Source: an optimization exercise on an open RTL-to-GDS flow (aim: small area, a short achievable clock period and few clock cycles per item). Production flows keep margins and buffers that such runs may drop. Power figures rest on the tool's default switching activity, not on a simulated workload.

old:
==> flow/design.v <==
`timescale 1ns / 1ps
module div_iter (
  input div_clk,
  input resetn,
  input div,
  input div_signed,
  input [31:0] x,
  input [31:0] y,
  output [31:0] s,
  output [31:0] r,
  output reg complete
  );
  localparam IDLE = 3'd0, ALIGN = 3'd1, ITER = 3'd2, FIX1 = 3'd3, FIX2 = 3'd4;
  reg [2:0]  st;
  reg [31:0] R;
  reg [31:0] Q;
  reg [32:0] D;      
  reg [5:0]  xl;
  reg [5:0]  yl;
  reg [4:0]  cnt;
  reg        xn;     
  reg        sn;     
  reg        yp;     
  reg        sp;     
  wire xneg = div_signed & x[31];
  wire yneg = div_signed & y[31];
  wire [31:0] x_c = xneg ? ~x : x;
  wire [31:0] y_c = yneg ? ~y : y;
  function [5:0] blen;
    input [31:0] v;
    integer i;
    begin
      blen = 6'd0;
      for (i = 0; i < 32; i = i + 1)
        if (v[i]) blen = i + 1;
    end
  endfunction
  wire [5:0] xl_in = blen(x_c);
  wire [5:0] yl_in = blen(y_c) | {5'd0, yneg & ~|y_c};
  wire [6:0] kdiff = {1'b0, xl} - {1'b0, yl};
  wire       q_zero = kdiff[6] & ~(xn & (&kdiff));    
  wire       k_neg = kdiff[6];
  wire       y_zero = (yl == 6'd0) & yp;
  wire [4:0] k = kdiff[4:0];
  wire [32:0] d1 = k[0] ? {D[31:0], yp}         : D;
  wire [32:0] d2 = k[1] ? {d1[30:0], {2{yp}}}   : d1;
  wire [32:0] d3 = k[2] ? {d2[28:0], {4{yp}}}   : d2;
  wire [32:0] d4 = k[3] ? {d3[24:0], {8{yp}}}   : d3;
  wire [32:0] d5 = k[4] ? {d4[16:0], {16{yp}}}  : d4;
  wire [33:0] t = {2'b00, R} + {1'b1, D} + {33'd0, yp};
  wire        qbit = ~t[33];
  wire        special = &t;
  wire [31:0] q_fix = (Q ^ {32{sn}}) + {31'd0, sn ^ sp};
  always @(posedge div_clk) begin
    if (!resetn) begin
      st       <= IDLE;
      complete <= 1'b0;
    end else begin
      complete <= 1'b0;
      case (st)
        IDLE: begin
          if (div) begin
            R  <= x_c;
            D  <= {1'b1, y ^ {32{~yneg}}};
            xl <= xl_in;
            yl <= yl_in;
            xn <= xneg;
            sn <= xneg ^ yneg;
            yp <= ~yneg;
            sp <= 1'b0;
            st <= ALIGN;
          end
        end
        ALIGN: begin
          Q   <= 32'd0;
          cnt <= k;
          if (y_zero) begin
            R        <= x;
            Q        <= sn ? 32'd1 : 32'hffffffff;
            complete <= 1'b1;
            st       <= IDLE;
          end else if (q_zero) begin
            R        <= x;
            complete <= 1'b1;
            st       <= IDLE;
          end else if (k_neg) begin
            st <= FIX1;
          end else begin
            D  <= d5;
            st <= ITER;
          end
        end
        ITER: begin
          if (qbit) R <= t[31:0];
          Q   <= {Q[30:0], qbit};
          cnt <= cnt - 5'd1;
          if (cnt != 5'd0)
            D <= {1'b1, D[32:1]};
          else if (xn)
            st <= FIX1;
          else if (sn)
            st <= FIX2;
          else begin
            complete <= 1'b1;
            st       <= IDLE;
          end
        end
        FIX1: begin
          R  <= special ? 32'd0 : ~R;
          sp <= special;
          if (special | sn)
            st <= FIX2;
          else begin
            complete <= 1'b1;
            st       <= IDLE;
          end
        end
        default: begin
          Q        <= q_fix;
          complete <= 1'b1;
          st       <= IDLE;
        end
      endcase
    end
  end
  assign s = Q;
  assign r = R;
endmodule
export LEC_CHECK = 0
export ABC_CLOCK_PERIOD_IN_PS = 2500
export CAP_MARGIN = 20
export CORE_MARGIN = 2
export CORE_UTILIZATION = 40
export SLEW_MARGIN = 20
create_clock -name core_clock -period 5.0 [get_ports {div_clk}]
run.sh (not shown) runs the stock make flow with config.mk's settings and CLKGATE_MAP_FILE= SYNTH_SCRIPT=/design/flow/synth_recipe.tcl, a recipe that flattens the netlist after the stock synthesis.
> inputs changed (old -> new)
diff --git a/flow/design.v b/flow/design.v
--- a/flow/design.v
+++ b/flow/design.v
@@ -45,14 +45,48 @@
   wire [32:0] d1 = k[0] ? {D[31:0], yp}         : D;
   wire [32:0] d2 = k[1] ? {d1[30:0], {2{yp}}}   : d1;
   wire [32:0] d3 = k[2] ? {d2[28:0], {4{yp}}}   : d2;
   wire [32:0] d4 = k[3] ? {d3[24:0], {8{yp}}}   : d3;
   wire [32:0] d5 = k[4] ? {d4[16:0], {16{yp}}}  : d4;
-  wire [33:0] t = {2'b00, R} + {1'b1, D} + {33'd0, yp};
+  wire [34:0] pa = {1'b1, D, 1'b0} ^ {2'b00, R, 1'b0};
+  wire [34:0] ga = ({1'b1, D, 1'b0} & {2'b00, R, 1'b0}) | {34'd0, yp};
+  wire [34:0] gl [0:6];
+  wire [34:0] pl [0:6];
+  assign gl[0] = ga;
+  assign pl[0] = pa;
+  genvar l, i;
+  generate
+    for (l = 0; l < 6; l = l + 1) begin : lvl
+      for (i = 0; i < 35; i = i + 1) begin : b_
+        if ((i >> l) & 1) begin : comb
+          assign gl[l+1][i] = gl[l][i] | (pl[l][i] & gl[l][((i >> l) << l) - 1]);
+          assign pl[l+1][i] = pl[l][i] & pl[l][((i >> l) << l) - 1];
+        end else begin : pass
+          assign gl[l+1][i] = gl[l][i];
+          assign pl[l+1][i] = pl[l][i];
+        end
+      end
+    end
+  endgenerate
+  wire [33:0] t = pa[34:1] ^ gl[6][33:0];
   wire        qbit = ~t[33];
   wire        special = &t;
-  wire [31:0] q_fix = (Q ^ {32{sn}}) + {31'd0, sn ^ sp};
+  wire [31:0] qv = Q ^ {32{sn}};
+  wire [32:0] al [0:5];
+  assign al[0] = {qv, sn ^ sp};
+  generate
+    for (l = 0; l < 5; l = l + 1) begin : ilvl
+      for (i = 0; i < 33; i = i + 1) begin : ib_
+        if ((i >> l) & 1) begin : comb
+          assign al[l+1][i] = al[l][i] & al[l][((i >> l) << l) - 1];
+        end else begin : pass
+          assign al[l+1][i] = al[l][i];
+        end
+      end
+    end
+  endgenerate
+  wire [31:0] q_fix = qv ^ al[5][31:0];
   always @(posedge div_clk) begin
     if (!resetn) begin
       st       <= IDLE;
       complete <= 1'b0;
     end else begin
@@ -104,20 +138,15 @@
             complete <= 1'b1;
             st       <= IDLE;
           end
         end
         FIX1: begin
-          R  <= special ? 32'd0 : ~R;
           sp <= special;
-          if (special | sn)
-            st <= FIX2;
-          else begin
-            complete <= 1'b1;
-            st       <= IDLE;
-          end
+          st <= FIX2;
         end
         default: begin
+          if (xn) R <= sp ? 32'd0 : ~R;
           Q        <= q_fix;
           complete <= 1'b1;
           st       <= IDLE;
         end
       endcase
Results
Power density over the cells shrinks slightly when moving from old to new.
old → new: number of clock-tree buffers in the layout higher; synthesized-area fraction occupied by ao, oa, aoi and oai cells went down 2.7 points; slew at the pin closest to its max-slew limit lower.
Measured against new, the non-clock buffer count of old comes out at 0.932 times the reference value.
Looking at summed area of non-filler cells in the final layout, new sits 7.1% below old.
Between new and old, minimum hold slack is lower for old, new comes in above that.
Looking only at fraction of layout cells with a size suffix above 1, and setting everything else aside, the lower value of new and old goes to new.
Minimum clock period after layout up 0.17 ns in new wrt old
Changes observed in new relative to old: clock skew essentially unchanged; sum of met2 wire segment lengths after detailed routing went down by 4.0%; number of distinct library cells after synthesis went up by 3.7%.
Setup slack: new < old
STATUS cell area after synthesis: new wins against old
No run of this note included a check of the RTL's function; only the layout flow was run.

[re-timing with driven ports]
The flow's constraints put no driver on any port. The routed layouts listed below were extracted and timed again, unchanged, in two steps.
Step 1: set_driving_cell puts a clkbuf_16 on div_clk and a buf_2 on each other input, an assumption about the parent block.
Step 2 moves the port delays by t, midway between the first and last clock arrival at a register: inputs arrive t later, outputs are due t later. That takes back most of the time a late clock gives input paths.
a / b / c = no drivers / after step 1 / after step 2; a / b = the first two.
run | t (ns) | slack for setup (ns) | hold WS [ns] | worst slew at a driven data input, ns
old | 0.485 | 0.459 / 0.459 / 0.459 | 0.625 / 0.625 / 0.625 | 0.06
new | 0.477 | 0.285 / 0.285 / 0.285 | 0.634 / 0.634 / 0.634 | 0.06
After both steps every run listed still meets setup and hold.
